Source: an optimization exercise on an open RTL-to-GDS flow (aim: small area, a short achievable clock period and few clock cycles). Production flows keep margins and buffers that such runs may drop. The RTL was checked by simulation tests, not by an equivalence proof against the original design. Power and IR drop assume default switching activity.

==> flow/design.v <==
module fadd_a(input [15:0] a, input [15:0] b, output [45:0] p);
  wire [4:0] ea = a[14:10], eb = b[14:10];
  wire sa = a[15], sb = b[15];
  wire [4:0] d = ea - eb;
  wire swap = (eb > ea);
  wire sub = sa ^ sb;
  wire [4:0] E0 = swap ? eb : ea;
  wire [10:0] ma = {|ea, a[9:0]}, mb = {|eb, b[9:0]};
  wire [10:0] mbig = swap ? mb : ma;
  wire [10:0] msml = swap ? ma : mb;
  wire [25:0] al = {msml, 15'b0} >> d;
  wire spec = (&ea) | (&eb);
  wire sign = spec ? ((&ea) ? sa : sb) : (swap ? sb : sa);
  assign p = {spec, sign, E0, sub, mbig, al, sub & (|al[14:0])};
endmodule
module fadd_b(input [45:0] p, output [23:0] q);
  wire spec = p[45], sign = p[44];
  wire [4:0] E0 = p[43:39];
  wire sub = p[38];
  wire [10:0] mbig = p[37:27];
  wire [25:0] al = p[26:1];
  wire borrow = p[0];
  wire [14:0] x = al[14:0];
  wire [11:0] yv = {sub, al[25:15] ^ {11{sub}}};
  wire [12:0] sum = {1'b0, mbig, 1'b1} + {yv, sub & ~borrow};
  wire [11:0] hi = sum[12:1];
  wire z13 = (x[12:0] == 13'd0);
  wire o13 = (x[12:0] == 13'h1FFF);
  wire c14 = ~x[13] & z13;
  wire s13 = sub ? (~x[13] ^ z13) : x[13];
  wire s14 = sub ? (~x[14] ^ c14) : x[14];
  wire or121 = sub ? ~(z13 | o13) : (|x[12:1]);
  wire and121 = sub ? ((x[12:0] == 13'd1) | (x[12:0] == 13'd2)) : (&x[12:1]);
  assign q = {spec, sign, E0, hi, s14, s13, or121, and121, x[0]};
endmodule
module fadd_c(input [23:0] p, output [15:0] y);
  wire spec = p[23], sign = p[22];
  wire [4:0] E0 = p[21:17];
  wire [13:0] H = p[16:3];      
  wire or121 = p[2], and121 = p[1], s0 = p[0];
  wire [11:0] U = H[13:2];      
  wire s14 = H[1], s13 = H[0];
  wire or13_1 = s13 | or121;
  wire or13_0 = s13 | or121 | s0;
  wire or12_0 = or121 | s0;
  wire all14_0 = s14 & s13 & and121 & s0;
  wire all14_1 = s14 & s13 & and121;
  wire [4:0] Ep1 = E0 + 5'd1, Ep2 = E0 + 5'd2, Ep3 = E0 + 5'd3;
  wire e28 = (E0 >= 5'd28), e29 = (E0 >= 5'd29), e30 = (E0 == 5'd30);
  wire cZ = (U == 12'd0);
  wire cO = U[11];
  wire cN = ~U[11] & U[10];
  wire [9:0] frO = U[10:1];
  wire condO = U[0] & (s14 | or13_1 | U[1]);
  wire cyO = U[0] & all14_1;
  wire all1O = &frO, zeroO = (frO == 10'd0);
  wire [9:0] frOi = frO + 10'd1;
  wire [9:0] frN = U[9:0];
  wire condN = s14 & (or13_0 | U[0]);
  wire cyN = all14_0;
  wire all1N = &frN, zeroN = (frN == 10'd0);
  wire [9:0] frNi = frN + 10'd1;
  reg [3:0] lz;
  always @(*)
    casez (U[9:0])
      10'b1?????????: lz = 4'd1;
      10'b01????????: lz = 4'd2;
      10'b001???????: lz = 4'd3;
      10'b0001??????: lz = 4'd4;
      10'b00001?????: lz = 4'd5;
      10'b000001????: lz = 4'd6;
      10'b0000001???: lz = 4'd7;
      10'b00000001??: lz = 4'd8;
      10'b000000001?: lz = 4'd9;
      default:        lz = 4'd10;
    endcase
  wire [11:0] X = {U[9:0], s14, s13} << (lz - 4'd1);
  wire [9:0] frL = X[10:1];
  wire condL = U[9] & s13 & (or12_0 | s14);
  wire bumpL = condL & (U[8:0] == 9'd0) & ~s14;
  reg [4:0] EL;
  always @(*)
    casez (U[9:0])
      10'b1?????????: EL = bumpL ? E0 : E0 - 5'd1;
      10'b01????????: EL = E0 - 5'd2;
      10'b001???????: EL = E0 - 5'd3;
      10'b0001??????: EL = E0 - 5'd4;
      10'b00001?????: EL = E0 - 5'd5;
      10'b000001????: EL = E0 - 5'd6;
      10'b0000001???: EL = E0 - 5'd7;
      10'b00000001??: EL = E0 - 5'd8;
      10'b000000001?: EL = E0 - 5'd9;
      default:        EL = E0 - 5'd10;
    endcase
  reg [4:0] E; reg [9:0] F; reg ovf;
  always @(*) begin
    if (cZ) begin
      E = all14_0 ? 5'd22 : 5'd0; F = 10'd0; ovf = 1'b0;
    end else if (cO) begin
      if (cyO & all1O) begin E = Ep3; F = 10'd0; ovf = e28; end
      else if (condO & zeroO & ~cyO) begin E = Ep2; F = frO; ovf = e29; end
      else begin E = Ep1; F = cyO ? frOi : frO; ovf = e30; end
    end else if (cN) begin
      if (cyN & all1N) begin E = Ep2; F = 10'd0; ovf = e29; end
      else if (condN & zeroN & ~cyN) begin E = Ep1; F = frN; ovf = e30; end
      else begin E = E0; F = cyN ? frNi : frN; ovf = 1'b0; end
    end else begin
      E = EL; F = frL; ovf = 1'b0;
    end
  end
  assign y = (spec | ovf) ? {sign, 5'b11111, 10'd0} : {sign, E, F};
endmodule
module fmul_a(input [15:0] a, input [15:0] b, output [66:0] p);
  wire [4:0] ea = a[14:10], eb = b[14:10];
  wire zero = (ea == 5'd0 && a[9:0] == 10'd0) || (eb == 5'd0 && b[9:0] == 10'd0);
  wire [10:0] ma = {1'b1, a[9:0]}, mb = {1'b1, b[9:0]};
  wire [13:0] pp0 = ma * mb[2:0];
  wire [13:0] pp1 = ma * mb[5:3];
  wire [13:0] pp2 = ma * mb[8:6];
  wire [12:0] pp3 = ma * mb[10:9];
  wire ga = ea > 5'd15, gb = eb > 5'd15;
  wire [4:0] ea1 = ea - 5'd15, eb1 = eb - 5'd15;
  reg [5:0] s0, s1;
  always @(*) begin
    if (ga & gb) begin
      s0 = {1'b0, ea1} + {1'b0, eb1};
      s1 = {1'b0, ea1} + {1'b0, eb1} + 6'd1;
    end else if (ga) begin
      s0 = {1'b0, ea1} - {1'b0, eb};
      s1 = s0;
    end else if (gb) begin
      s0 = {1'b0, eb1} - {1'b0, ea};
      s1 = s0;
    end else begin
      s0 = 6'b110001;
      s1 = 6'b110001;
    end
  end
  wire [5:0] t0 = s0 + 6'd15, t1 = s1 + 6'd15;
  wire [4:0] x0 = t0[5] ? 5'b11111 : t0[4:0];
  wire [4:0] x1 = t1[5] ? 5'b11111 : t1[4:0];
  assign p = {zero, a[15] ^ b[15], x1, x0, pp3, pp2, pp1, pp0};
endmodule
module fmul_b(input [66:0] p, output [23:0] q);
  wire [21:0] prod = {p[54:42], 9'd0} + {2'd0, p[41:28], 6'd0} + {5'd0, p[27:14], 3'd0} + {8'd0, p[13:0]};
  assign q = {p[66:55], prod[21:10]};
endmodule
module fmul_c(input [23:0] p, output [15:0] y);
  wire zero = p[23], sign = p[22];
  wire [4:0] x1 = p[21:17], x0 = p[16:12];
  wire [11:0] ph = p[11:0];    
  assign y = zero ? 16'd0 : (ph[11] ? {sign, x1, ph[10:1]} : {sign, x0, ph[9:0]});
endmodule
module ScalarRegFile (clk, rst, ra1, ra2, rd1, rd2,
                      bw_en, bw_hi, bw_dst, bw_data,
                      ww_lo, ww_hi, ww_dst, ww_data, r7_en, r7_data);
  input clk, rst;
  input [2:0] ra1, ra2;
  output [15:0] rd1, rd2;
  input bw_en, bw_hi;
  input [2:0] bw_dst;
  input [7:0] bw_data;
  input ww_lo, ww_hi;
  input [2:0] ww_dst;
  input [15:0] ww_data;
  input r7_en;
  input [15:0] r7_data;
  wire [15:0] regs [0:7];
  assign rd1 = regs[ra1];
  assign rd2 = regs[ra2];
  genvar g;
  generate
    for (g = 0; g < 8; g = g + 1) begin : entry
      reg [15:0] q;
      assign regs[g] = q;
      always @(posedge clk)
        if (rst)
          q <= 16'h0000;
        else begin
          if (ww_lo && ww_dst == g)              q[7:0] <= ww_data[7:0];
          else if (g == 7 && r7_en)              q[7:0] <= r7_data[7:0];
          else if (bw_en && !bw_hi && bw_dst == g) q[7:0] <= bw_data;
          if (ww_hi && ww_dst == g)              q[15:8] <= ww_data[15:8];
          else if (g == 7 && r7_en)              q[15:8] <= r7_data[15:8];
          else if (bw_en && bw_hi && bw_dst == g)  q[15:8] <= bw_data;
        end
    end
  endgenerate
endmodule
module VectorRegFile (clk, we_l, wd_l, we_a, wd_a, heads, taps);
  input clk;
  input [7:0] we_l, we_a;
  input [15:0] wd_l, wd_a;
  output [127:0] heads;
  output [127:0] taps;                 
  genvar g;
  generate
    for (g = 0; g < 8; g = g + 1) begin : entry
      reg [255:0] q;
      wire [255:0] rot = {q[15:0], q[255:16]};
      always @(posedge clk)
        q <= {rot[255:240], we_l[g] ? wd_l : rot[239:224], rot[223:192],
              we_a[g] ? wd_a : rot[191:176], rot[175:0]};
      assign heads[16*g +: 16] = q[15:0];
      assign taps[16*g +: 16] = q[143:128];
    end
  endgenerate
endmodule
module CVP14(output [15:0] Addr, output RD, output WR, output V, output [15:0] dataOut,
             input Reset, input Clk1, input [15:0] DataIn);
localparam QD = 4;                   
localparam CK = 3;                   
localparam FQ = 11;                  
localparam MU_IDLE = 2'd0, MU_VLD = 2'd1, MU_VSTW = 2'd2, MU_VSTR = 2'd3;
localparam AU_VADD = 2'd0, AU_VDOT = 2'd1, AU_SMUL = 2'd2;
function ok_add;
  input [15:0] x;
  ok_add = (x[14:0] == 15'd0) | (x[14:10] >= 5'd10 && x[14:10] <= 5'd27);
endfunction
function [4:0] emax;
  input [4:0] m;
  input [15:0] x;
  emax = (x[14:10] > m) ? x[14:10] : m;
endfunction
function ok_mul;
  input [4:0] ea, eb;
  ok_mul = (ea != 5'd31) & (eb != 5'd31) & ({1'b0, ea} + {1'b0, eb} <= 6'd44);
endfunction
reg rst;
always @(posedge Clk1) rst <= Reset;
reg [3:0] ph;                        
reg [7:0] zf;                        
reg [7:0] sa;                        
reg [4:0] mx [0:7];                  
reg [15:0] addr_q, dout_q;
reg rd_q, wr_q, v_q, vflag;
reg [15:0] q [0:QD-1];
reg [QD:0] qs;                       
reg [15:0] ir_pc, fpc, fpc1;         
reg f_act;                           
wire [15:0] ir = q[0];
wire ir_v = ~qs[0];
reg [1:0] mu_st;
reg [3:0] mu_cnt;
reg [15:0] base;
reg [2:0] mu_reg;
reg mu_tap;                          
reg ld_now, ld_last;                 
reg l_oka;
reg [4:0] l_mx;
reg [15:0] ld1;
reg ld1_v, ld_first, ld1_first, ld1_last;
reg [2:0] ld1_r;
reg sl_v, sl_wlo, sl_whi;
reg sl_known, sl_safe_q, sl_fp_q;    
reg [4:0] sl_bnd_q;                  
reg [4:0] sl_mxa_q, sl_mxb_q;        
reg sl_b1, sl_bv;
reg [15:0] sl_pc;
reg [1:0] sl_op;
reg [2:0] sl_ra, sl_rb, sl_rd;
reg [15:0] sl_sc;
reg rd_busy, rd_act, vdot_wait, rd_us;
reg rd_tap;                          
reg [1:0] rd_op;
reg [2:0] rd_ra, rd_rb, rd_rd;
reg [3:0] rd_cnt;
reg [4:1] sv, sfirst, slast, sus;
reg [1:0] sop [1:4];
reg [2:0] srd [1:4];
reg [15:0] x1, y1;
reg [45:0] fa_p;
reg [23:0] fb_p;
reg [66:0] ma_p;
reg [23:0] mb_p;
reg [15:0] wres;
reg a_oka;
reg [4:0] a_mx;
reg ldf_v, ldf_oka;                  
reg [2:0] ldf_r;
reg [4:0] ldf_mx;
reg f5_v, f5_oka;                    
reg [2:0] f5_rd;
reg [4:0] f5_mx;
reg us_busy, us_fin, us_vdot, ovf;
reg [15:0] fq [0:FQ-1];
reg [3:0] fq_wp, fq_rp, fq_cnt;
reg [15:0] np;                       
reg np_v;
reg [15:0] acc;
reg [4:0] acc_k;
reg [1:0] acc_st;                    
reg vd_pend, vd_wlo, vd_whi, vd_wr;
reg [2:0] vd_rd;
reg nx_v, nx_wlo, nx_whi;             
reg [2:0] nx_rd;
reg [45:0] ca_p;
reg [23:0] cb_p;
integer k;
wire [3:0] op = ir[15:12];
wire is_vadd = (op == 4'd0);
wire is_vdot = (op == 4'd1);
wire is_smul = (op == 4'd2);
wire is_sst  = (op == 4'd3);
wire is_vld  = (op == 4'd4);
wire is_vst  = (op == 4'd5);
wire is_sll  = (op == 4'd6);
wire is_slh  = (op == 4'd7);
wire is_j    = (op == 4'd8);
wire is_au = is_vadd | is_vdot | is_smul;
wire is_mu = is_sst | is_vld | is_vst;
wire [2:0] f_d = ir[11:9], f_a = ir[8:6], f_b = ir[5:3];
wire [15:0] rx, ry;
wire [127:0] heads, taps;
wire redirect = us_fin & ovf;
wire blocking_us = us_busy & ~(us_fin & ~ovf);        
wire s4_vec = sv[4] & (sop[4] != AU_VDOT);
function pend_w;
  input [2:0] r;
  pend_w = rd_busy & (rd_op != AU_VDOT) & (rd_rd == r);
endfunction
function au_wpend;
  input [2:0] r;
  au_wpend = (rd_busy & (rd_op != AU_VDOT) & (rd_rd == r)) |
             (sv[1] & (sop[1] != AU_VDOT) & (srd[1] == r)) |
             (sv[2] & (sop[2] != AU_VDOT) & (srd[2] == r)) |
             (sv[3] & (sop[3] != AU_VDOT) & (srd[3] == r)) |
             (s4_vec & (srd[4] == r)) | (f5_v & (f5_rd == r));
endfunction
function sl_w;
  input [2:0] r;
  sl_w = sl_v & (sl_op != AU_VDOT) & (sl_rd == r);
endfunction
function sl_r;
  input [2:0] r;
  sl_r = sl_v & ((sl_ra == r) | ((sl_op != AU_SMUL) & (sl_rb == r)));
endfunction
function flags_pend;
  input [2:0] r;
  flags_pend = au_wpend(r) | (vld_act & (mu_reg == r)) | (ld1_v & (ld1_r == r)) | (ldf_v & (ldf_r == r));
endfunction
function pend_s;
  input [2:0] r;
  pend_s = (vd_pend & (vd_wlo | vd_whi) & (vd_rd == r)) |
           (nx_v & (nx_wlo | nx_whi) & (nx_rd == r)) |
           (sl_v & (sl_op == AU_VDOT) & (sl_wlo | sl_whi) & (sl_rd == r));
endfunction
wire mu_free = (mu_st == MU_IDLE);
wire vld_act = (mu_st == MU_VLD) | ld_now;            
wire sl_haz = (vld_act & (mu_reg == sl_ra | (mu_reg == sl_rb & (sl_op != AU_SMUL)))) |
              (((mu_st == MU_VSTW) | ((mu_st == MU_VSTR) & mu_tap)) & (mu_reg == sl_rd) & (sl_op != AU_VDOT));
wire wait_rd_d = (vdot_wait | (rd_busy & rd_tap)) & (rd_ra == f_d | rd_rb == f_d);
wire sl_safe = (sl_op == AU_VADD) ? (sa[sl_ra] & sa[sl_rb]) :
               (sl_op == AU_VDOT) ? ok_mul(mx[sl_ra], mx[sl_rb]) :
                                    ok_mul(mx[sl_ra], sl_sc[14:10]);
wire [4:0] sl_mxa = sl_mxa_q;
wire [4:0] sl_mxb = sl_mxb_q;
wire [4:0] sl_mxab = (sl_mxa > sl_mxb) ? sl_mxa : sl_mxb;
wire [5:0] sl_sum = {1'b0, sl_mxa} + {1'b0, sl_mxb};
wire [5:0] sl_add3 = {1'b0, sl_mxab} + 6'd3;
wire [5:0] sl_m14 = sl_sum - 6'd14;
wire [4:0] sl_bound = (sl_mxab == 5'd31) ? 5'd31 :
                      (sl_op == AU_VADD) ? ((sl_add3 >= 6'd31) ? 5'd31 : sl_add3[4:0]) :
                      (sl_sum < 6'd14 || sl_m14 <= {1'b0, sl_mxab}) ? sl_mxab :
                      (sl_m14 >= 6'd31) ? 5'd31 : sl_m14[4:0];
wire sl_fp = flags_pend(sl_ra) | ((sl_op != AU_SMUL) & flags_pend(sl_rb));
wire sl_ok = sl_known & sl_safe_q;
wire blocking = blocking_us | (sl_v & ~sl_ok);
wire vd_chain = vd_pend & ~nx_v & ~vd_wr & (acc_k >= 5'd16 - CK) & sl_safe_q;
wire sl_start = sl_v & sl_known & ~rd_busy & ~sl_haz & ((sl_op != AU_VDOT) | ~vd_pend | vd_chain) & (sl_safe_q | ~sl_fp_q);
reg issue_ok;
always @(*) begin
  if (is_au)       issue_ok = ~sl_v & (~is_smul | ~pend_s(f_b));
  else if (is_vld) issue_ok = mu_free & ~pend_s(f_a) & ~pend_w(f_d) & ~wait_rd_d & ~sl_r(f_d) & ~sl_w(f_d);
  else if (is_vst) issue_ok = mu_free & ~ld_now & ~pend_s(f_a) & ~pend_w(f_d) & ~sl_w(f_d);
  else if (is_sst) issue_ok = mu_free & ~pend_s(f_a) & ~pend_s(f_d);
  else issue_ok = 1'b1;
end
wire issue = ir_v & ~blocking & ~redirect & issue_ok;
wire au_issue = issue & is_au;
wire mu_issue = issue & is_mu;
wire sll_vd = issue & is_sll & vd_pend & (vd_rd == f_d);
wire slh_vd = issue & is_slh & vd_pend & (vd_rd == f_d);
wire sll_nx = issue & is_sll & nx_v & (nx_rd == f_d);
wire slh_nx = issue & is_slh & nx_v & (nx_rd == f_d);
wire sll_sl = issue & is_sll & sl_v & (sl_op == AU_VDOT) & (sl_rd == f_d);
wire slh_sl = issue & is_slh & sl_v & (sl_op == AU_VDOT) & (sl_rd == f_d);
wire r7_en = redirect & ~(us_vdot & vd_rd == 3'd7);
wire r7_vd = r7_en & vd_pend & (vd_rd == 3'd7);
wire r7_nx = r7_en & nx_v & (nx_rd == 3'd7);
ScalarRegFile srf(.clk(Clk1), .rst(rst),
                  .ra1(f_a), .ra2(is_smul ? f_b : f_d), .rd1(rx), .rd2(ry),
                  .bw_en(issue & (is_sll | is_slh)), .bw_hi(is_slh), .bw_dst(f_d), .bw_data(ir[7:0]),
                  .ww_lo(vd_wr & vd_wlo & ~sll_vd & ~r7_vd), .ww_hi(vd_wr & vd_whi & ~slh_vd & ~r7_vd),
                  .ww_dst(vd_rd), .ww_data(acc),
                  .r7_en(r7_en), .r7_data(sl_pc));    
wire [7:0] we_l = ld1_v ? (8'd1 << ld1_r) : 8'd0;
wire [7:0] we_a = s4_vec ? (8'd1 << srd[4]) : 8'd0;
VectorRegFile vrf(.clk(Clk1), .we_l(we_l), .wd_l(ld1), .we_a(we_a), .wd_a(wres), .heads(heads), .taps(taps));
wire [2:0] sel_a = rd_busy ? rd_ra : sl_ra;
wire [2:0] sel_b = rd_busy ? rd_rb : sl_rb;
wire [2:0] sel_c = mu_free ? f_d : mu_reg;
wire tap_now;
wire [15:0] va = zf[sel_a] ? 16'd0 : (tap_now ? taps[16*sel_a +: 16] : heads[16*sel_a +: 16]);
wire [15:0] vb = zf[sel_b] ? 16'd0 : (tap_now ? taps[16*sel_b +: 16] : heads[16*sel_b +: 16]);
wire c_tap = (mu_st == MU_VSTR) ? mu_tap : ph[3];
wire [15:0] vc = zf[sel_c] ? 16'd0 : (c_tap ? taps[16*sel_c +: 16] : heads[16*sel_c +: 16]);
wire [1:0] i_op = is_vadd ? AU_VADD : (is_vdot ? AU_VDOT : AU_SMUL);
wire sl_vdot = (sl_op == AU_VDOT);
wire first_read = (sl_start & (~sl_vdot | ph[2:0] == 3'd0)) | (vdot_wait & ph[2:0] == 3'd0);
wire read_now = first_read | rd_act;
wire read_last = rd_act & (rd_cnt == 4'd15);
wire [1:0] cur_op = sl_start ? sl_op : rd_op;
wire [2:0] cur_rd = sl_start ? sl_rd : rd_rd;
assign tap_now = rd_act ? rd_tap : (ph[3] & (vdot_wait | sl_vdot));
wire [45:0] fa_pn;
wire [23:0] fb_pn;
wire [66:0] ma_pn;
wire [23:0] mb_pn;
wire [15:0] fc_y, mc_y;
fadd_a ua1(.a(x1), .b(y1), .p(fa_pn));
fadd_b ua2(.p(fa_p), .q(fb_pn));
fadd_c ua3(.p(fb_p), .y(fc_y));
fmul_a um1(.a(x1), .b(y1), .p(ma_pn));
fmul_b um2(.p(ma_p), .q(mb_pn));
fmul_c um3(.p(mb_p), .y(mc_y));
always @(posedge Clk1) begin
  if (rst) begin
    rd_busy <= 1'b0; rd_act <= 1'b0; vdot_wait <= 1'b0; sl_v <= 1'b0; rd_tap <= 1'b0;
    sv <= 4'd0;
    us_busy <= 1'b0; us_fin <= 1'b0; ovf <= 1'b0;
  end else begin
    if (us_fin) begin us_fin <= 1'b0; us_busy <= 1'b0; end
    else if (sv[4] & slast[4] & sus[4]) us_fin <= 1'b1;
    if (sl_start) sl_v <= 1'b0;
    sl_known <= sl_v & ~sl_start;
    sl_safe_q <= sl_safe;
    sl_mxa_q <= mx[sl_ra];
    sl_mxb_q <= (sl_op == AU_SMUL) ? sl_sc[14:10] : mx[sl_rb];
    sl_bnd_q <= sl_bound;
    sl_b1 <= sl_v & ~sl_start;
    sl_bv <= sl_b1 & sl_v & ~sl_start;
    sl_fp_q <= sl_fp;
    if (sll_sl) sl_wlo <= 1'b0;
    if (slh_sl) sl_whi <= 1'b0;
    if (au_issue) sl_v <= 1'b1;
    if (~sl_v & ~blocking_us) begin
      sl_op <= i_op; sl_ra <= f_a; sl_rb <= f_b; sl_rd <= f_d; sl_sc <= ry; sl_pc <= ir_pc;
      sl_wlo <= 1'b1; sl_whi <= 1'b1;
    end
    if (sl_start) begin
      rd_busy <= 1'b1;
      rd_op <= sl_op; rd_ra <= sl_ra; rd_rb <= sl_rb; rd_rd <= sl_rd; rd_us <= ~sl_safe_q;
      if (~sl_safe_q) begin
        us_busy <= 1'b1; us_vdot <= sl_vdot; ovf <= 1'b0;
      end
      vdot_wait <= sl_vdot & (ph[2:0] != 3'd0);
    end
    if (vdot_wait & ph[2:0] == 3'd0) vdot_wait <= 1'b0;
    if (first_read) begin rd_act <= 1'b1; rd_cnt <= 4'd1; rd_tap <= ph[3] & (cur_op == AU_VDOT); end
    else if (rd_act) begin rd_cnt <= rd_cnt + 4'd1; if (rd_cnt == 4'd15) rd_act <= 1'b0; end
    if (read_last) rd_busy <= 1'b0;
    sv <= {sv[3:1], read_now};
    if (sv[4] & (wres == 16'h7C00)) ovf <= 1'b1;
  end
end
always @(posedge Clk1) begin
  if (read_now) begin
    x1 <= va;
    if (cur_op != AU_SMUL) y1 <= vb;
    else if (sl_start) y1 <= sl_sc;
  end
  sfirst <= {sfirst[3:1], first_read};
  slast <= {slast[3:1], read_last};
  sus <= {sus[3:1], sl_start ? ~sl_safe_q : rd_us};
  sop[1] <= cur_op; sop[2] <= sop[1]; sop[3] <= sop[2]; sop[4] <= sop[3];
  srd[1] <= cur_rd; srd[2] <= srd[1]; srd[3] <= srd[2]; srd[4] <= srd[3];
  fa_p <= fa_pn;
  fb_p <= fb_pn;
  ma_p <= ma_pn;
  mb_p <= mb_pn;
  wres <= (sop[3] == AU_VADD) ? fc_y : mc_y;
  if (s4_vec) begin
    a_oka <= (a_oka | sfirst[4]) & ok_add(wres);
    a_mx <= emax(sfirst[4] ? 5'd0 : a_mx, wres);
  end
end
wire push = sv[4] & (sop[4] == AU_VDOT);
wire fq_has = (fq_cnt != 4'd0);
wire step = vd_pend & np_v & (acc_st == 2'd0) & (acc_k != 5'd16);
wire np_load_q = step & fq_has;                        
wire np_load_p = push & (step ? ~fq_has : ~np_v);       
wire fq_push = push & ~np_load_p;
wire [45:0] ca_pn;
wire [23:0] cb_pn;
wire [15:0] cc_y;
fadd_a uc1(.a(acc), .b(np), .p(ca_pn));
fadd_b uc2(.p(ca_p), .q(cb_pn));
fadd_c uc3(.p(cb_p), .y(cc_y));
always @(posedge Clk1) begin
  if (rst) begin
    vd_pend <= 1'b0; acc_st <= 2'd0; vd_wr <= 1'b0; np_v <= 1'b0; nx_v <= 1'b0;
  end else begin
    if (sll_vd | r7_vd) vd_wlo <= 1'b0;
    if (slh_vd | r7_vd) vd_whi <= 1'b0;
    if (sll_nx | r7_nx) nx_wlo <= 1'b0;
    if (slh_nx | r7_nx) nx_whi <= 1'b0;
    if (sl_start & sl_vdot & vd_pend) begin
      nx_v <= 1'b1; nx_rd <= sl_rd; nx_wlo <= sl_wlo & ~sll_sl; nx_whi <= sl_whi & ~slh_sl;
    end
    if (vd_wr & nx_v) begin
      nx_v <= 1'b0; vd_rd <= nx_rd; vd_wlo <= nx_wlo & ~sll_nx & ~r7_nx; vd_whi <= nx_whi & ~slh_nx & ~r7_nx;
    end
    if (sl_start & sl_vdot & ~vd_pend) begin
      vd_pend <= 1'b1; vd_rd <= sl_rd; vd_wlo <= sl_wlo & ~sll_sl; vd_whi <= sl_whi & ~slh_sl;
      acc_k <= 5'd0; fq_cnt <= 4'd0; fq_wp <= 4'd0; fq_rp <= 4'd0; np_v <= 1'b0;
    end else begin
      if (fq_push) fq_wp <= (fq_wp == FQ - 1) ? 4'd0 : fq_wp + 4'd1;
      if (np_load_q) fq_rp <= (fq_rp == FQ - 1) ? 4'd0 : fq_rp + 4'd1;
      fq_cnt <= fq_cnt + {3'd0, fq_push} - {3'd0, np_load_q};
      if (step) acc_k <= acc_k + 5'd1;
      else if (vd_wr) acc_k <= 5'd0;
      if (np_load_q | np_load_p) np_v <= 1'b1;
      else if (step) np_v <= 1'b0;
    end
    acc_st <= {acc_st[0], step & (acc_k != 5'd0)};
    vd_wr <= acc_st[1] & (acc_k == 5'd16);
    if (vd_wr & ~nx_v) vd_pend <= 1'b0;
  end
end
always @(posedge Clk1) begin
  if (fq_push) fq[fq_wp] <= wres;
  if (np_load_q) np <= fq[fq_rp];
  else if (np_load_p) np <= wres;
  ca_p <= ca_pn;
  cb_p <= cb_pn;
  if (step & (acc_k == 5'd0)) acc <= np;
  else if (acc_st[1]) acc <= cc_y;
end
wire [3:0] eoff0 = is_vld ? ph + 4'd1 : 4'd0;
wire [6:0] soff = {ir[5], ir[5:0]} + {3'd0, eoff0};
wire [7:0] an_lo = {1'b0, rx[6:0]} + {1'b0, soff};
wire [8:0] an_hm = rx[15:7] - 9'd1, an_hp = rx[15:7] + 9'd1;
wire [8:0] an_hi = soff[6] ? (an_lo[7] ? rx[15:7] : an_hm) : (an_lo[7] ? an_hp : rx[15:7]);
wire [15:0] addr_now = {an_hi, an_lo[6:0]};
wire [15:0] base_now = rx + {{10{ir[5]}}, ir[5:0]};
reg c_port, c_rd, c_wr, c_ld, c_ld_last;
reg [3:0] c_eoff, c_cnt;
reg [1:0] c_st;
always @(*) begin
  c_port = 1'b0; c_rd = 1'b0; c_wr = 1'b0; c_ld = 1'b0; c_ld_last = 1'b0;
  c_eoff = 4'd0; c_st = mu_st; c_cnt = mu_cnt;
  case (mu_st)
    MU_VLD: begin
      c_port = 1'b1; c_rd = 1'b1; c_ld = 1'b1; c_eoff = ph + 4'd1;
      c_cnt = mu_cnt + 4'd1;
      if (mu_cnt == 4'd15) begin c_st = MU_IDLE; c_ld_last = 1'b1; end
    end
    MU_VSTW:
      if (ph[2:0] == 3'd0) begin
        c_port = 1'b1; c_wr = 1'b1; c_st = MU_VSTR;
      end
    MU_VSTR: begin
      c_port = 1'b1; c_wr = 1'b1; c_eoff = {ph[3] ^ mu_tap, ph[2:0]};
      if (ph[2:0] == 3'd7 && (ph[3] ^ mu_tap)) c_st = MU_IDLE;
    end
    default: ;
  endcase
end
wire [15:0] c_addr = base + {12'd0, c_eoff};
wire i_port = is_vld | is_sst | (is_vst & (ph[2:0] == 3'd0));
wire [1:0] i_st = is_vld ? MU_VLD : (is_vst ? ((ph[2:0] == 3'd0) ? MU_VSTR : MU_VSTW) : MU_IDLE);
wire n_mu_port = mu_issue ? i_port : c_port;
wire n_mu_rd = mu_issue ? is_vld : c_rd;
wire n_mu_wr = mu_issue ? (is_sst | is_vst) : c_wr;
wire n_ld = mu_issue ? is_vld : c_ld;
wire n_ld_last = ~mu_issue & c_ld_last;
wire [1:0] n_mu_st = mu_issue ? i_st : c_st;
wire [3:0] n_mu_cnt = mu_issue ? 4'd1 : c_cnt;
wire [15:0] n_dout = (mu_issue & is_sst) ? ry : vc;
wire [15:0] n_mu_addr = mu_issue ? addr_now : c_addr;
wire flush = redirect | (issue & is_j);
wire [15:0] jt = ir_pc + {{4{ir[11]}}, ir[11:0]};
wire [15:0] jt1 = ir_pc + {{4{ir[11]}}, ir[11:0]} + 16'd1;
wire [15:0] target = redirect ? 16'hFFF0 : jt;
wire [15:0] target1 = redirect ? 16'hFFF1 : jt1;
wire [15:0] target2 = target1 + 16'd1;
wire [15:0] fpc2 = fpc1 + 16'd1;
wire arrive = f_act & ~flush;
wire [QD:0] qs_a = arrive ? {qs[QD-1:0], 1'b0} : qs;           
wire [QD:0] qs_b = arrive ? qs : {1'b0, qs[QD:1]};             
wire [QD:0] n_qs = flush ? {{QD{1'b0}}, 1'b1} : (issue ? qs_b : qs_a);
wire room_a = ~qs_a[QD];
wire f_if_issue = ~c_port & ~(is_mu & i_port);        
wire f_no_issue = ~c_port & (redirect | room_a);
wire n_f_act = issue ? f_if_issue : f_no_issue;
wire [15:0] fetch_addr = flush ? target : fpc;
wire n_vflag = redirect | (vflag & ~issue);
always @(posedge Clk1) begin
  if (rst) begin
    ph <= 4'd0;
    zf <= 8'hFF; sa <= 8'hFF;
    for (k = 0; k < 8; k = k + 1) begin mx[k] <= 5'd0; end
    ldf_v <= 1'b0;
    qs <= {{QD{1'b0}}, 1'b1}; ir_pc <= 16'd0; fpc <= 16'd1; fpc1 <= 16'd2; f_act <= 1'b1;
    addr_q <= 16'd0; rd_q <= 1'b1; wr_q <= 1'b0; v_q <= 1'b0; vflag <= 1'b0;
    mu_st <= MU_IDLE; ld_now <= 1'b0; ld_last <= 1'b0; ld1_v <= 1'b0; ld1_last <= 1'b0;
    f5_v <= 1'b0;
  end else begin
    ph <= ph + 4'd1;
    qs <= n_qs;
    ir_pc <= flush ? target : (issue ? ir_pc + 16'd1 : ir_pc);
    fpc <= flush ? (n_f_act ? target1 : target) : (n_f_act ? fpc1 : fpc);
    fpc1 <= flush ? (n_f_act ? target2 : target1) : (n_f_act ? fpc2 : fpc1);
    f_act <= n_f_act;
    addr_q <= n_mu_port ? n_mu_addr : fetch_addr;
    rd_q <= n_mu_port ? n_mu_rd : n_f_act;
    wr_q <= n_mu_port & n_mu_wr;
    vflag <= n_vflag;
    v_q <= n_vflag & ~n_mu_port & n_f_act;    
    mu_st <= n_mu_st; mu_cnt <= n_mu_cnt;
    ld_now <= n_ld; ld_last <= n_ld_last;
    ld1_v <= ld_now; ld1_r <= mu_reg;
    ld_first <= mu_issue & is_vld;
    ld1_first <= ld_first; ld1_last <= ld_last;
    if (ld1_v) begin
      l_oka <= (l_oka | ld1_first) & ok_add(ld1);
      l_mx <= emax(ld1_first ? 5'd0 : l_mx, ld1);
    end
    if (ld_last) zf[mu_reg] <= 1'b0;
    ldf_v <= ld1_last & ~au_wpend(ld1_r) & ~sl_w(ld1_r);
    ldf_r <= ld1_r;
    ldf_oka <= (l_oka | ld1_first) & ok_add(ld1);
    ldf_mx <= emax(ld1_first ? 5'd0 : l_mx, ld1);
    if (ldf_v & ~au_wpend(ldf_r) & ~sl_w(ldf_r)) begin
      sa[ldf_r] <= ldf_oka;
      mx[ldf_r] <= ldf_mx;
    end
    f5_v <= s4_vec & slast[4];
    f5_rd <= srd[4];
    f5_oka <= (a_oka | sfirst[4]) & ok_add(wres);
    f5_mx <= emax(sfirst[4] ? 5'd0 : a_mx, wres);
    if (f5_v & ~((rd_busy & (rd_op != AU_VDOT) & (rd_rd == f5_rd)) |
                 (sv[1] & (sop[1] != AU_VDOT) & (srd[1] == f5_rd)) |
                 (sv[2] & (sop[2] != AU_VDOT) & (srd[2] == f5_rd)) |
                 (sv[3] & (sop[3] != AU_VDOT) & (srd[3] == f5_rd)) |
                 (s4_vec & (srd[4] == f5_rd)) |
                 (vld_act & (mu_reg == f5_rd)) | (ld1_v & (ld1_r == f5_rd)) | sl_w(f5_rd))) begin
      sa[f5_rd] <= f5_oka;
      mx[f5_rd] <= f5_mx;
    end
    if (read_last & (rd_op != AU_VDOT)) zf[rd_rd] <= 1'b0;
    if (mu_issue & is_vld) begin
      sa[f_d] <= 1'b0; mx[f_d] <= 5'd31;
    end
    if (sl_start & ~sl_vdot) begin
      sa[sl_rd] <= 1'b0; mx[sl_rd] <= (sl_safe_q & sl_bv) ? sl_bnd_q : 5'd31;
    end
  end
end
wire [QD-1:0] at_a = arrive ? qs[QD-1:0] : {QD{1'b0}};
wire [QD-1:0] at_b = arrive ? qs[QD:1] : {QD{1'b0}};
always @(posedge Clk1) begin
  for (k = 0; k < QD; k = k + 1)
    if (issue ? at_b[k] : at_a[k]) q[k] <= DataIn;
    else if (issue && k < QD - 1) q[k] <= q[k + 1];
end
always @(posedge Clk1) begin
  if (mu_free) begin base <= base_now; mu_reg <= f_d; end
  if (mu_st != MU_VSTR) mu_tap <= ph[3];
  dout_q <= n_dout;
  ld1 <= DataIn;
end
assign Addr = addr_q;
assign RD = rd_q;
assign WR = wr_q;
assign V = v_q;
assign dataOut = dout_q;
endmodule
==> flow/flow/run.sh <==
#!/bin/bash
# Layout flow: the standard flow (standard.sh, all steps), except that the
# buffers buffer_ports puts on every input and output port are
# sky130_fd_sc_hd__buf_4 cells instead of the resizer's default choice.
# The make output goes to standard.log; ORFS keeps each step's log under orfs/logs.
set -e
export BUFFER_PORTS_ARGS="-buffer_cell sky130_fd_sc_hd__buf_4"
bash standard.sh > standard.log 2>&1
==> flow/standard.sh <==
#!/bin/bash
# synth_recipe.tcl (not shown) runs the flow's synth.tcl, then flattens the netlist and writes it again
# the make line also repeats each setting of config.mk as NAME=value (left out here)
make -C /OpenROAD-flow-scripts/flow DESIGN_CONFIG=/design/flow/config.mk WORK_HOME=/design/flow/orfs CLKGATE_MAP_FILE= SYNTH_SCRIPT=/design/flow/synth_recipe.tcl "${@:-finish}"
==> flow/config.mk <==
export PLATFORM = sky130hd
export DESIGN_NAME = CVP14
export DESIGN_NICKNAME = CVP14
export VERILOG_FILES = /design/flow/design.v
export SDC_FILE = /design/flow/constraint.sdc
export NUM_CORES = 8
export LEC_CHECK = 0
export CAP_MARGIN = 50
export CORE_MARGIN = 2
export CORE_UTILIZATION = 40
export CTS_CLUSTER_DIAMETER = 120
export CTS_CLUSTER_SIZE = 24
export SLEW_MARGIN = 50
==> flow/constraint.sdc <==
create_clock -name core_clock -period 20.0 [get_ports {Clk1}]
set_input_delay 4.0000 -clock core_clock [delete_from_list [all_inputs] [get_ports {Clk1}]]
set_output_delay 4.0000 -clock core_clock [all_outputs]
set_load 0.01 [all_outputs]
==> results of run 1 <==
==> kinds of logic (layout without fill, tap and decap cells) <==
family	after synthesis	in the layout	synth area share, %
flip-flops	3125	3125	59.0
other	0	30	0
XOR/XNOR	443	443	3.38
buffers and inverters	858	772	2.84
multiplexers	733	733	8.70
AO/OA/AOI/OAI	1805	1805	10.5
AND/OR/NAND/NOR	2757	2757	11.0
adder cells (fa/ha/maj)	378	378	4.56
==> critical path, cell delays in order (launching register included) <==
cell and delay [ns]:
edfxtp_1 0.70, buf_4 0.63, clkinv_1 0.73, o21ai_0 0.37
o211ai_1 0.13, o21a_1 0.19, ha_1 0.29, a21o_1 0.17
a21oi_1 0.24, nor2b_1 0.08, o21a_1 0.19, nor3_1 0.24
o31ai_1 0.17, o41ai_1 0.58, o2111ai_1 0.22, a21oi_1 0.21
xnor2_1 0.08
==> through the flow <==
stage	instance area, µm²	worst slack [ns]
finish	125000	14.52
global route	125000	14.20
CTS	124000	14.53
detailed placement	120000	14.56
global placement	119000	14.57
floorplan	115000	14.99
==> area by class of cell <==
type	count	area, µm²	share of cell area, %
multi-input cells	6116	44400	35.7
repair buffers	249	2070	1.66
well taps	3762	4710	3.78
inverters	293	1100	0.887
clock inverters	14	196	0.158
clock buffers	216	4280	3.43
flip-flops and latches	3125	67700	54.3
diodes	30	75.1	0.0603
==> worst paths after layout <==
kind | endpoint | slack, ns | cells after the start
max | base[15]$_DFFE_PP_ | 14.52 | 16
min | vrf.entry[3].q[106]$_DFF_P_ | 0.26 | 0
max reg2reg | base[15]$_DFFE_PP_ | 14.52 | 16
min reg2reg | vrf.entry[3].q[106]$_DFF_P_ | 0.26 | 0
==> power breakdown <==
part	internal (µW)	switching, µW	total, µW
Combinational	1660	3230	4890
Sequential	6970	427	7390
Clock	1520	1980	3500
Total	10100	5640	15800
==> layer usage <==
metal / vias to the layer above / GRT usage [%] / wire [µm]
li1: 35300 / - / -
met1: 37700 / 29.8 / 143000
met2: 2945 / 34.3 / 147000
met3: 613 / 3.18 / 22800
met4: 4 / 9.30 / 14100
met5: - / 0 / 22
==> cells in the final DEF, fill, tap and decap left out, types with 97 or more instances in the layout <==
cell type,count
dfxtp_1,2590
nand2_1,1144
nor2_1,566
edfxtp_1,508
a21oi_1,377
o21ai_0,364
mux2_2,321
ha_1,310
inv_1,283
a211oi_1,248
nand3_1,232
xnor2_1,231
mux2i_1,215
buf_4,210
xor2_1,204
mux4_2,179
clkbuf_16,163
nor3_1,138
and2_1,131
a311oi_1,99
a31oi_1,97
==> summary.txt, run 1 <==
Status
  • Outcome: no timing/DRC/antenna violations

Power and ir drop
  • Worst-case vdd ir drop: 0.116 mV
  • Leakage: 0.0477 µW
  • Power Density: 127 nW/µm²
  • Total power: 15800 µW

Clocking
  • Root buf cell: clkbuf_16
  • CTS tree: done
  • # hold bufs at CTS: 0
  • Postcts setup bufs: 0
  • Clock sinks: 3125
  • Resized Gates After CTS: 0
  • # H-tree levels: 4
  • Clock Latency Late Sink: 0.90 ns
  • CTS max path bufs: 4
  • CTS buffer count: 160
  • Clk pin slew, worst setup/hold paths: 0.10 ns

Critical path
  • Max Fanout on Critical Path: 43
  • Critical path origin: q[0][6]$_DFFE_PP_
  • Arrival @ worst endpoint: 6.09 ns
  • Startpoint Class: register
  • Worst Setup Path Type: reg2reg
  • Nature of the critical path endpoint: register
  • Req. time, crit path: 20.60 ns
  • Worst R2R Start: q[0][6]$_DFFE_PP_

Yosys
  • Async S/R FF share, synth: 0%
  • Ys flop type: dfxtp_1
  • Most frequent cell after synthesis: dfxtp_1
  • Commonest cells post-synth: dfxtp_1, nand2_1, nor2_1, edfxtp_1, clkbuf_1
  • Synth Register Bits: 3125
  • Seq/Total Area, Yosys: 59.0%
  • Ys Warns: 8
  • Syn Area/Cell: 11.4 µm²
  • Post-synth EDFFs: 508
  • Area share of the largest cell type after synthesis: 45.7%
  • Area contributors post-synth: dfxtp_1, edfxtp_1, nand2_1
  • Largest area contributor in the netlist: dfxtp_1
  • Mapped Cells: 10100
  • Cell variety after synth: 97
  • Synthesized cell area: 115000 µm²
  • Syn nets: 10500

Layout
  • Layout cells sized above 1: 11.4%
  • Post-Layout Cell Count: 13800
  • FILL cells: 26200
  • Post-Route Utilization: 43.7%
  • Biggest register: vrf.entry.q
  • Top flop regs: vrf.entry.q x2048, fq x176, srf.entry.q x128
  • Layout net count: 10300
  • Synth-to-layout area growth: 8.63%
  • Max FFs per register: 2048

Global routing
  • Initial antenna violation count: 26
  • Pin count of the biggest net entering global routing: 130
  • Number of global-route vias before repair: 74100
  • Total gr overflow: 0
  • Global-route wire length before repair: 483 mm
  • Total Routing Usage GR: 21.8%

Die
  • Core ar.: 285000 µm²
  • Ports: 53
  • Starting Density: 40.2%
  • Die area: 291000 µm²
  • Die H: 539 µm
  • Row cnt: 196
  • Die width: 539 µm

Detailed routing
  • Routed WL: 327 mm
  • First DRT Iteration DRCs: 6897
  • Vias per cell: 5.55
  • # DRC: 0
  • Final antenna-violating net count: 0
  • Wire length per cell: 23.7 µm
  • Router iterations before antenna repair: 6
  • DR vias: 76600

Run
  • Max Cap Viol: 0

STA
  • Tcrit/Tclk final: 27.4%
  • Final max-slew violation count: 0
  • Unrepaired setup endpoints after global routing: false
  • Tightest Pin Transition: 0.795 ns
  • Hold slack: 0.261 ns
  • Slew headroom: 46.8%
  • Layout Skew: 0.0987 ns
  • Setup Viol. Count Final: 0
  • Final Critical Period: 5.48 ns
  • Setup_tns: 0 ns
  • FMAX: 182 MHz
  • Final Hold Vio Count: 0

Hold path
  • Worst Hold Class: reg2reg
  • Origin of the worst min-delay path: vrf.entry[3].q[122]$_DFF_P_

Place
  • Dpl cells: 13500
  • PortBufs: 52
  • Placer Congestion: 0.912
  • DP Wirelength: 225 mm
Testbench counts, summed over its fixed seeds: cycles 77,450.
==> run 2: changes to the inputs <==
--- a/flow/config.mk
+++ b/flow/config.mk
@@ -7,7 +7,7 @@
 export LEC_CHECK = 0
 export CAP_MARGIN = 50
 export CORE_MARGIN = 2
-export CORE_UTILIZATION = 40
+export CORE_UTILIZATION = 60
 export CTS_CLUSTER_DIAMETER = 120
 export CTS_CLUSTER_SIZE = 24
 export SLEW_MARGIN = 50
==> summary.txt, run 2 <==
Power and ir drop
  • Worst-case vdd ir drop: 0.200 mV (+72%)
  • Total power: 15600 µW (-1.4%)
  • Leakage: 0.0476 µW (-0.30%)
  • Power Density: 127 nW/µm² (+0.10%)

Layout
  • Commonest non-fill, non-tap cell in the layout: dfxtp_1
  • Layout net count: 10300 (-0.25%)
  • Top flop regs: vrf.entry.q x2048, fq x176, srf.entry.q x128
  • Synth-to-layout area growth: 7.00%
  • Layout cells sized above 1: 11.0% (-0.38 points)
  • Commonest cells after routing, fill and taps aside: dfxtp_1, nand2_1, nor2_1
  • Max FFs per register: 2048 (unchanged)
  • Biggest register: vrf.entry.q

STA
  • Tightest Pin Transition: 0.774 ns (-0.0203 ns)
  • Setup_tns: 0 ns (unchanged)
  • FMAX: 180 MHz (-1.3%)
  • Setup Viol. Count Final: 0 (unchanged)
  • Final Critical Period: 5.55 ns (+0.0720 ns)
  • Layout Skew: 0.0690 ns (-0.0296 ns)
  • Final Hold Vio Count: 0 (unchanged)
  • Tcrit/Tclk final: 27.8% (+0.36 points)
  • Slew headroom: 47.8% (+1.0 points)
  • Unrepaired setup endpoints after global routing: false
  • Final max-slew violation count: 0 (unchanged)
  • Hold slack: 0.296 ns (+0.0350 ns)

Yosys
  • Cell variety after synth: 97 (unchanged)
  • Area contributors post-synth: dfxtp_1, edfxtp_1, nand2_1
  • Post-synth EDFFs: 508 (unchanged)
  • Ys Warns: 8 (unchanged)
  • Async S/R FF share, synth: 0% (unchanged)
  • Synthesized cell area: 115000 µm² (unchanged)
  • Most frequent cell after synthesis: dfxtp_1
  • Ys flop type: dfxtp_1
  • Commonest cells post-synth: dfxtp_1, nand2_1, nor2_1, edfxtp_1, clkbuf_1
  • Syn nets: 10500 (unchanged)
  • Area share of the largest cell type after synthesis: 45.7% (unchanged)
  • Syn Area/Cell: 11.4 µm² (unchanged)
  • Largest area contributor in the netlist: dfxtp_1
  • Seq/Total Area, Yosys: 59.0% (unchanged)
  • Synth Register Bits: 3125 (unchanged)
  • Mapped Cells: 10100 (unchanged)

Detailed routing
  • First DRT Iteration DRCs: 7628 (+11%)
  • Final antenna-violating net count: 0 (unchanged)
  • Router iterations before antenna repair: 7 (+1)
  • DR vias: 76800 (+0.29%)
  • Wire length per cell: 25.5 µm (+7.5%)
  • Vias per cell: 6.13 (+11%)
  • # DRC: 0 (unchanged)
  • Routed WL: 319 mm (-2.6%)

Critical path
  • Arrival @ worst endpoint: 1.55 ns (-4.54 ns)
  • CP max stage delay: 0.49 ns (-0.24 ns)
  • Startpoint Class: register
  • Worst Setup Path Type: reg2out
  • Max Fanout on Critical Path: 1 (-98%)
  • Slowest cell on crit path: dfxtp_1
  • Worst Path Buf+Inv: 1 (-1)
  • Nature of the critical path endpoint: output port
  • CP top delay family: flip-flops
  • CP Cell Sequence: buf_4
  • Req. time, crit path: 16.00 ns (-4.60 ns)
  • Flop2flop setup slack: 14.90 ns (+0.38 ns)

Global routing
  • Pin count of the biggest net entering global routing: 93 (-28%)
  • Total gr overflow: 0 (unchanged)
  • Total Routing Usage GR: 32.2% (+10 points)
  • Global-route wire length before repair: 470 mm (-2.7%)
  • Initial antenna violation count: 40 (+54%)
  • Number of global-route vias before repair: 73200 (-1.1%)

Place
  • Placer Congestion: 0.947 (+3.8%)
  • DP Wirelength: 219 mm (-2.7%)
  • PortBufs: 52 (unchanged)

Clocking
  • CTS buffer count: 148 (-7.5%)
  • Clk pin slew, worst setup/hold paths: 0.11 ns (about the same)
  • CTS tree: done
  • # H-tree levels: 4 (unchanged)
  • Resized Gates After CTS: 0 (unchanged)
  • CTS max path bufs: 3 (-1)
  • Clock Latency Late Sink: 0.88 ns (-0.02 ns)
  • Root buf cell: clkbuf_16
  • # hold bufs at CTS: 0 (unchanged)
  • Postcts setup bufs: 0 (unchanged)
  • Clock sinks: 3125 (unchanged)

Die
  • Die H: 441 µm (-18%)
  • Starting Density: 60.3% (+20 points)
  • Ports: 53 (unchanged)
  • Row cnt: 160 (-18%)
  • Core ar.: 190000 µm² (-33%)
  • Die width: 441 µm (-18%)
  • Die area: 195000 µm² (-33%)

Hold path
  • Worst Hold Class: reg2reg

Run
  • Max Cap Viol: 0 (unchanged)

Status
  • Outcome: no timing/DRC/antenna violations
## run 2: cell types whose count changed in the layout (fill, tap and decap cells not counted), sizes merged
cell           before  now
bufinv              0    1
clkinv             13   15
clkdlybuf4s18       0    1
diode              30   17
buf               246  229
clkbuf            219  209
## run 2: routing by layer
layer  routed length [µm]  global-route usage [%]  share of wire [%]
met2               145000                    50.7                 46
met1               135000                    44.1                 42
met3                23700                    5.13                7.4
met4                15000                    14.6                4.7
met5                   68                       0              0.021
## run 2: cell families after synthesis
kind of cell / count (synthesis) / share of synthesized area (%)
flops: 3125 / 59.0
simple gates: 2757 / 11.0
compound gates: 1805 / 10.5
buf+inv: 858 / 2.84
mux: 733 / 8.70
xor+xnor: 443 / 3.38
fa+ha+maj: 378 / 4.56
## run 2: worst paths after layout
kind                             start  cells after the start               endpoint
setup / recovery  addr_q[7]$_SDFF_PP0_                      1                Addr[7]
hold / removal        ma_p[66]$_DFF_P_                      0       mb_p[23]$_DFF_P_
setup reg to reg    q[0][14]$_DFFE_PP_                     19  addr_q[14]$_SDFF_PP0_
hold reg to reg       ma_p[66]$_DFF_P_                      0       mb_p[23]$_DFF_P_
## run 2: through the flow
step                      worst slack (ns)  util [%]  cells  cell area [µm²]
after floorplan                      14.99         -  10100           115000
after global placement               14.88      61.8  12200           117000
after detailed placement             14.94      62.2  12300           118000
after CTS                            14.38      64.4  12500           122000
after global routing                 14.38      64.6  12500           123000
final                                14.45      64.6  12500           123000
## run 2: layout make-up
cell class	count	area, µm²
Multi-Input combinational cell	6116	44400
Inverter	293	1100
Clock buffer	204	3960
Timing Repair Buffer	235	1950
Sequential cell	3125	67700
Tap cell	2511	3140
Fill cell	14700	67300
Antenna cell	17	42.5
Clock inverter	17	379
## run 2: where the power goes
part | leakage (µW) | total [µW] | internal (µW) | switching, µW
registers | 0.0260 | 7390 | 6970 | 424
clock network | 0.00207 | 3390 | 1430 | 1960
logic | 0.0195 | 4800 | 1650 | 3150
total | 0.0476 | 15600 | 10000 | 5530
==> run 3: changes to the inputs <==
--- a/flow/config.mk
+++ b/flow/config.mk
@@ -7,7 +7,7 @@
 export LEC_CHECK = 0
 export CAP_MARGIN = 50
 export CORE_MARGIN = 2
-export CORE_UTILIZATION = 60
+export CORE_UTILIZATION = 50
 export CTS_CLUSTER_DIAMETER = 120
 export CTS_CLUSTER_SIZE = 24
 export SLEW_MARGIN = 50
==> summary.txt, run 3 <==
Status
  • Outcome: no timing/DRC/antenna violations

Global routing
  • Initial antenna violation count: 24 (-40%)
  • Global-route wire length before repair: 480 mm (+2.1%)
  • Pin count of the biggest net entering global routing: 129 (+39%)
  • Total gr overflow: 0 (unchanged)
  • Total Routing Usage GR: 27.3% (-4.9 points)
  • Number of global-route vias before repair: 73200 (-0.060%)

Critical path
  • Crit path depth: 1 (unchanged)
  • CP max stage delay: 0.49 ns (about the same)
  • Worst Path Buf+Inv: 1 (unchanged)
  • Req. time, crit path: 16.00 ns (about the same)
  • Arrival @ worst endpoint: 1.49 ns (-0.06 ns)
  • Flop2flop setup slack: 14.84 ns (-0.06 ns)
  • Nature of the critical path endpoint: output port
  • Slowest cell on crit path: dfxtp_1
  • Startpoint Class: register
  • CP top delay family: flip-flops
  • Worst Setup Path Type: reg2out
  • Max Fanout on Critical Path: 1 (unchanged)
  • R2R depth: 19 (unchanged)
  • CP Cell Sequence: buf_4

Place
  • Post-DP Area: 119000 µm² (+0.72%)
  • DP Wirelength: 224 mm (+2.2%)
  • Placer Congestion: 0.934 (-1.3%)
  • Dpl ws: 14.85 ns (-0.0848 ns)
  • PortBufs: 52 (unchanged)

STA
  • Layout Skew: 0.0796 ns (+0.0105 ns)
  • Final max-slew violation count: 0 (unchanged)
  • FMAX: 182 MHz (+1.2%)
  • Slew headroom: 44.0% (-3.9 points)
  • PnR worst setup slack: 14.51 ns (+0.0643 ns)
  • Tightest Pin Transition: 0.832 ns (+0.0575 ns)
  • Final Hold Vio Count: 0 (unchanged)
  • Unrepaired setup endpoints after global routing: false
  • Setup_tns: 0 ns (unchanged)
  • Setup Viol. Count Final: 0 (unchanged)
  • Final Critical Period: 5.49 ns (-0.0643 ns)
  • Tcrit/Tclk final: 27.4% (-0.32 points)

Clocking
  • CTS max path bufs: 3 (unchanged)
  • Clock Latency Late Sink: 0.89 ns (about the same)
  • Resized Gates After CTS: 0 (unchanged)
  • Clk pin slew, worst setup/hold paths: 0.10 ns (about the same)
  • Postcts setup bufs: 0 (unchanged)
  • CTS buffer count: 149 (+0.68%)
  • CTS tree: done
  • Clock sinks: 3125 (unchanged)
  • # hold bufs at CTS: 0 (unchanged)
  • Root buf cell: clkbuf_16
  • # H-tree levels: 4 (unchanged)

Hold path
  • Worst Hold Class: reg2reg
  • Hold Crit Depth: 0 (unchanged)

Die
  • Ports: 53 (unchanged)
  • Core ar.: 228000 µm² (+20%)
  • Die width: 483 µm (+9.5%)
  • Die area: 233000 µm² (+20%)
  • Die H: 483 µm (+9.5%)
  • Starting Density: 50.3% (-10 points)
  • Row cnt: 175 (+9.4%)

Detailed routing
  • DR vias: 76300 (-0.67%)
  • # DRC: 0 (unchanged)
  • Top layer used by detailed routing: met5
  • DR WL met2: 150 mm (+3.1%)
  • Router iterations before antenna repair: 8 (+1)
  • First DRT Iteration DRCs: 7552 (-1.0%)
  • WL met3: 20.3 mm (-15%)
  • Met1 wire length: 142 mm (+5.5%)
  • Routed WL: 325 mm (+1.9%)
  • Vias per cell: 5.85 (-4.6%)
  • Wire length per cell: 24.9 µm (-2.1%)
  • Final antenna-violating net count: 0 (unchanged)

Layout
  • Biggest register: vrf.entry.q
  • Top flop regs: vrf.entry.q x2048, fq x176, srf.entry.q x128
  • Synth-to-layout area growth: 7.73%
  • Post-layout instance area: 124000 µm² (+0.68%)
  • Layout net count: 10300 (+0.23%)
  • Commonest non-fill, non-tap cell in the layout: dfxtp_1
  • Layout cells sized above 1: 11.2% (+0.24 points)
  • Commonest cells after routing, fill and taps aside: dfxtp_1, nand2_1, nor2_1
  • Max FFs per register: 2048 (unchanged)
  • FILL cells: 19600 (+33%)

Yosys
  • Seq/Total Area, Yosys: 59.0% (unchanged)
  • Synthesized cell area: 115000 µm² (unchanged)
  • Async S/R FF share, synth: 0% (unchanged)
  • Area contributors post-synth: dfxtp_1, edfxtp_1, nand2_1
  • Syn nets: 10500 (unchanged)
  • Post-synth EDFFs: 508 (unchanged)
  • Ys flop type: dfxtp_1
  • Area share of the largest cell type after synthesis: 45.7% (unchanged)
  • Ys Warns: 8 (unchanged)
  • Most frequent cell after synthesis: dfxtp_1
  • Largest area contributor in the netlist: dfxtp_1
  • Synth Register Bits: 3125 (unchanged)
  • Syn Area/Cell: 11.4 µm² (unchanged)
  • Cell variety after synth: 97 (unchanged)
  • Commonest cells post-synth: dfxtp_1, nand2_1, nor2_1, edfxtp_1, clkbuf_1
  • Mapped Cells: 10100 (unchanged)

Power and ir drop
  • Leakage: 0.0477 µW (+0.27%)
  • Int Pwr: 10000 µW (about the same)
  • Reg power frac: 47.2% (-0.3 points)
  • Combinational Power Share: 31.0% (+0.2 points)
  • Switching power: 5580 µW (+0.85%)
  • Power Density: 127 nW/µm² (-0.33%)
  • Clock share of power: 21.8% (about the same)
  • Worst-case vdd ir drop: 0.108 mV (-46%)
  • Sw Ratio: 35.7% (+0.18 points)

Run
  • Max Cap Viol: 0 (unchanged)
[run 3: cell types whose count changed in the layout (fill, tap and decap cells not counted), moves of 4 or more]
cell,previous run,this run
o21ai_1,11,6
buf_4,200,214
clkbuf_1,54,50
buf_6,21,33
o21ai_0,364,368
[run 3: worst paths after layout]
path	start	endpoint
min reg2reg	vrf.entry[2].q[78]$_DFF_P_	vrf.entry[2].q[62]$_DFF_P_
min	vrf.entry[2].q[78]$_DFF_P_	vrf.entry[2].q[62]$_DFF_P_
max	dout_q[3]$_DFF_P_	dataOut[3]
max reg2reg	q[0][14]$_DFFE_PP_	addr_q[14]$_SDFF_PP0_
[run 3: power by group through the flow]
stage,registers [µW],clock network (µW),logic (µW)
floorplan,7300,0,3090
global placement,7520,0,4590
detailed placement,7510,0,4730
CTS,7370,3490,4750
global route,7420,3700,5180
finish,7370,3410,4840
[run 3: through the flow]
stage | hold slack [ns] | utilization (%) | power, µW | instances
after floorplan | 0.310 | - | 10400 | 10100
after global placement | 0.310 | 51.9 | 12100 | 12800
after detailed placement | 0.312 | 52.2 | 12200 | 12800
after CTS | 0.260 | 54.1 | 15600 | 13000
after global routing | 0.280 | 54.2 | 16300 | 13000
final | 0.284 | 54.2 | 15600 | 13000
[run 3: cell type report]
type	instances	area, µm²	area share, %
diodes	17	42.5	0.0344
clock buffers	201	3960	3.20
clock inverters	17	402	0.325
inverters	293	1100	0.893
multi-input cells	6116	44400	36.0
flip-flops and latches	3125	67700	54.8
well taps	3009	3760	3.05
repair buffers	258	2140	1.73
[run 3: routing by layer]
| layer | vias up | GRT usage, % |
|---|---|---|
| met4 | 4 | 10.3 |
| met1 | 37600 | 37.5 |
| met5 | - | 0 |
| met2 | 2793 | 44.1 |
| met3 | 613 | 3.60 |
| li1 | 35300 | - |
[run 3: cells by family after synthesis]
kind of cell	count (synthesis)	synth area share (%)
flops	3125	59.0
simple gates	2757	11.0
compound gates	1805	10.5
buf+inv	858	2.84
mux	733	8.70
xor+xnor	443	3.38
fa+ha+maj	378	4.56
==> run 4: changes to the inputs <==
--- a/flow/config.mk
+++ b/flow/config.mk
@@ -7,7 +7,7 @@
 export LEC_CHECK = 0
 export CAP_MARGIN = 50
 export CORE_MARGIN = 2
-export CORE_UTILIZATION = 50
+export CORE_UTILIZATION = 70
 export CTS_CLUSTER_DIAMETER = 120
 export CTS_CLUSTER_SIZE = 24
 export SLEW_MARGIN = 50
==> summary.txt, run 4 <==
Yosys
  • Ys Warns: 8 (unchanged)
  • Syn nets: 10500 (unchanged)
  • Cell variety after synth: 97 (unchanged)
  • Largest area contributor in the netlist: dfxtp_1
  • Synthesized cell area: 115000 µm² (unchanged)
  • Commonest cells post-synth: dfxtp_1, nand2_1, nor2_1, edfxtp_1, clkbuf_1
  • Most frequent cell after synthesis: dfxtp_1
  • Seq/Total Area, Yosys: 59.0% (unchanged)
  • Ys flop type: dfxtp_1
  • Synth Register Bits: 3125 (unchanged)
  • Post-synth EDFFs: 508 (unchanged)
  • Area contributors post-synth: dfxtp_1, edfxtp_1, nand2_1
  • Area share of the largest cell type after synthesis: 45.7% (unchanged)
  • Mapped Cells: 10100 (unchanged)
  • Async S/R FF share, synth: 0% (unchanged)
  • Syn Area/Cell: 11.4 µm² (unchanged)

Global routing
  • Number of global-route vias before repair: 76300 (+4.3%)
  • Total gr overflow: 0 (unchanged)
  • Pin count of the biggest net entering global routing: 81 (-37%)
  • Initial antenna violation count: 25 (+4.2%)
  • Global-route wire length before repair: 482 mm (+0.41%)
  • Total Routing Usage GR: 38.0% (+11 points)

Power and ir drop
  • Int Pwr: 10000 µW (-0.22%)
  • Leakage: 0.0476 µW (-0.32%)
  • Sw Ratio: 36.1% (+0.45 points)
  • Reg power frac: 47.0% (-0.2 points)
  • Clock share of power: 21.7% (about the same)
  • Combinational Power Share: 31.3% (+0.3 points)
  • Total power: 15700 µW (+0.49%)
  • Power Density: 129 nW/µm² (+1.6%)
  • Worst-case vdd ir drop: 0.230 mV (+110%)
  • Switching power: 5670 µW (+1.8%)

Clocking
  • # hold bufs at CTS: 0 (unchanged)
  • CTS max path bufs: 3 (unchanged)
  • Resized Gates After CTS: 0 (unchanged)
  • CTS tree: done
  • CTS buffer count: 148 (-0.67%)
  • Clk pin slew, worst setup/hold paths: 0.11 ns (about the same)
  • Clock Latency Late Sink: 0.86 ns (-0.03 ns)
  • # H-tree levels: 4 (unchanged)
  • Clock sinks: 3125 (unchanged)
  • Postcts setup bufs: 0 (unchanged)
  • Root buf cell: clkbuf_16

STA
  • Hold slack: 0.308 ns (+0.0237 ns)
  • Slew headroom: 48.3% (+4.4 points)
  • FMAX: 187 MHz (+2.6%)
  • Tcrit/Tclk final: 26.7% (-0.71 points)
  • Tightest Pin Transition: 0.754 ns (-0.0781 ns)
  • Setup_tns: 0 ns (unchanged)
  • Setup Viol. Count Final: 0 (unchanged)
  • Final Critical Period: 5.35 ns (-0.141 ns)
  • Final Hold Vio Count: 0 (unchanged)
  • Final max-slew violation count: 0 (unchanged)
  • Layout Skew: 0.0653 ns (-0.0143 ns)
  • Unrepaired setup endpoints after global routing: false

Critical path
  • Worst R2R Start: q[0][6]$_DFFE_PP_
  • Req. time, crit path: 20.75 ns (+4.75 ns)
  • Critical path origin: q[0][6]$_DFFE_PP_
  • Worst Setup Path Type: reg2reg
  • Nature of the critical path endpoint: register
  • Max Fanout on Critical Path: 29 (+28)
  • Startpoint Class: register
  • Arrival @ worst endpoint: 6.09 ns (+4.60 ns)

Die
  • Core ar.: 163000 µm² (-29%)
  • Die width: 409 µm (-15%)
  • Die area: 167000 µm² (-28%)
  • Ports: 53 (unchanged)
  • Starting Density: 70.4% (+20 points)
  • Row cnt: 148 (-15%)
  • Die H: 409 µm (-15%)

Detailed routing
  • Vias per cell: 6.56 (+12%)
  • Router iterations before antenna repair: 9 (+1)
  • Routed WL: 325 mm (+0.12%)
  • Wire length per cell: 26.7 µm (+7.2%)
  • First DRT Iteration DRCs: 11100 (+47%)
  • DR vias: 79800 (+4.7%)
  • # DRC: 0 (unchanged)
  • Final antenna-violating net count: 0 (unchanged)

Layout
  • Top flop regs: vrf.entry.q x2048, fq x176, srf.entry.q x128
  • Synth-to-layout area growth: 6.54%
  • Max FFs per register: 2048 (unchanged)
  • Layout cells sized above 1: 10.9% (-0.34 points)
  • Commonest cells after routing, fill and taps aside: dfxtp_1, nand2_1, nor2_1
  • Layout net count: 10300 (-0.25%)
  • Post-Route Utilization: 75.0% (+21 points)
  • Post-layout instance area: 122000 µm² (-1.1%)
  • FILL cells: 10200 (-48%)
  • Biggest register: vrf.entry.q
  • Commonest non-fill, non-tap cell in the layout: dfxtp_1

Place
  • Placer Congestion: 0.981 (+5.0%)
  • DP Wirelength: 216 mm (-3.5%)
  • PortBufs: 52 (unchanged)
  • Post-DP Area: 118000 µm² (-1.1%)

Run
  • Max Cap Viol: 0 (unchanged)

Hold path
  • Origin of the worst min-delay path: vrf.entry[4].q[84]$_DFF_P_
  • Worst Hold Class: reg2reg

Status
  • Outcome: no timing/DRC/antenna violations
run 4: cell families after synthesis:
| family | Yosys count | synth area share, % |
|---|---|---|
| DFF | 3125 | 59.0 |
| and+or+nand+nor | 2757 | 11.0 |
| AOI/OAI and AO/OA | 1805 | 10.5 |
| buffers and inverters | 858 | 2.84 |
| muxes | 733 | 8.70 |
| xor gates and xnor gates | 443 | 3.38 |
| adders and majority gates | 378 | 4.56 |
run 4: area by class of cell:
type,count,area [µm²],share of cell area (%)
repair buffers,233,1940,1.59
flip-flops and latches,3125,67700,55.4
inverters,293,1100,0.901
diodes,9,22.5,0.0184
well taps,2175,2720,2.23
clock inverters,16,394,0.323
clock buffers,203,3910,3.20
multi-input cells,6116,44400,36.3
run 4: stage by stage:
stage	std cells	setup slack, ns
5_1_grt	12200	14.19
4_1_cts	12200	14.63
6_report	12200	14.65
3_3_place_gp	11900	14.91
2_1_floorplan	10100	14.99
3_5_place_dp	11900	14.77
run 4: power by group through the flow:
stage | clock network (µW) | registers, µW | logic, µW
2_1_floorplan | 0 | 7300 | 3090
3_3_place_gp | 0 | 7510 | 4480
3_5_place_dp | 0 | 7510 | 4650
4_1_cts | 3410 | 7370 | 4710
5_1_grt | 3610 | 7420 | 5180
6_report | 3400 | 7390 | 4910
run 4: final timing paths:
path | depth (start not counted) | endpoint | slack, ns
setup / recovery | 17 | addr_q[10]$_SDFF_PP0_ | 14.65
setup reg to reg | 17 | addr_q[10]$_SDFF_PP0_ | 14.65
hold / removal | 0 | vrf.entry[4].q[68]$_DFF_P_ | 0.31
hold reg to reg | 0 | vrf.entry[4].q[68]$_DFF_P_ | 0.31
run 4: routing by layer:
metal  vias to the layer above  global-route usage [%]  wire length [µm]
li1                      35200                       -                 -
met3                      1005                    8.16             35600
met1                     38700                    52.6            129000
met4                        20                    16.4             15800
met5                         -                       0               128
met2                      4942                    58.1            145000
run 4: critical path, stage by stage (launching register included):
cell and delay (ns):
edfxtp_1 0.37, buf_4 0.38, buf_4 0.50, clkinv_1 0.64, nand2_1 0.22, a2bb2oi_1 0.08
o32ai_1 0.12, o21ai_0 0.28, ha_1 0.43, inv_1 0.10, o21ai_0 0.15, a2111oi_1 0.53
nor2_1 0.25, nor4_1 0.47, a21oi_1 0.18, xnor2_1 0.19, a21oi_1 0.10, a211oi_1 0.24

-- port drivers added, routing unchanged --
In the flow no input, the clock included, has a driving cell. The finished layouts below were timed again as built, in two steps. Step 1: set_driving_cell puts a clkbuf_16 on Clk1 and a buf_2 on each other input, an assumption about the parent block. Step 2, shift: input delay + t, output delay - t, t = (earliest + latest rising clock arrival at the registers) / 2. This alone moves slack from input paths to output paths. Slacks: ideal ports / drivers / drivers and shift; pairs: ideal ports / drivers.
run	t, ns	slack for setup (ns)	hold WS [ns]	worst setup path at the end	cell pins on the clock port's net
run 1	0.933	14.519 / 14.519 / 14.519	0.261 / 0.261 / 0.261	register to register	1
run 2	0.932	14.447 / 14.361 / 14.905	0.296 / 0.296 / 0.296	register to register	1
run 3	0.930	14.511 / 14.423 / 14.844	0.284 / 0.284 / 0.284	register to register	1
run 4	0.907	14.652 / 14.570 / 14.652	0.308 / 0.308 / 0.308	register to register	1
After both steps every run listed still meets setup and hold.
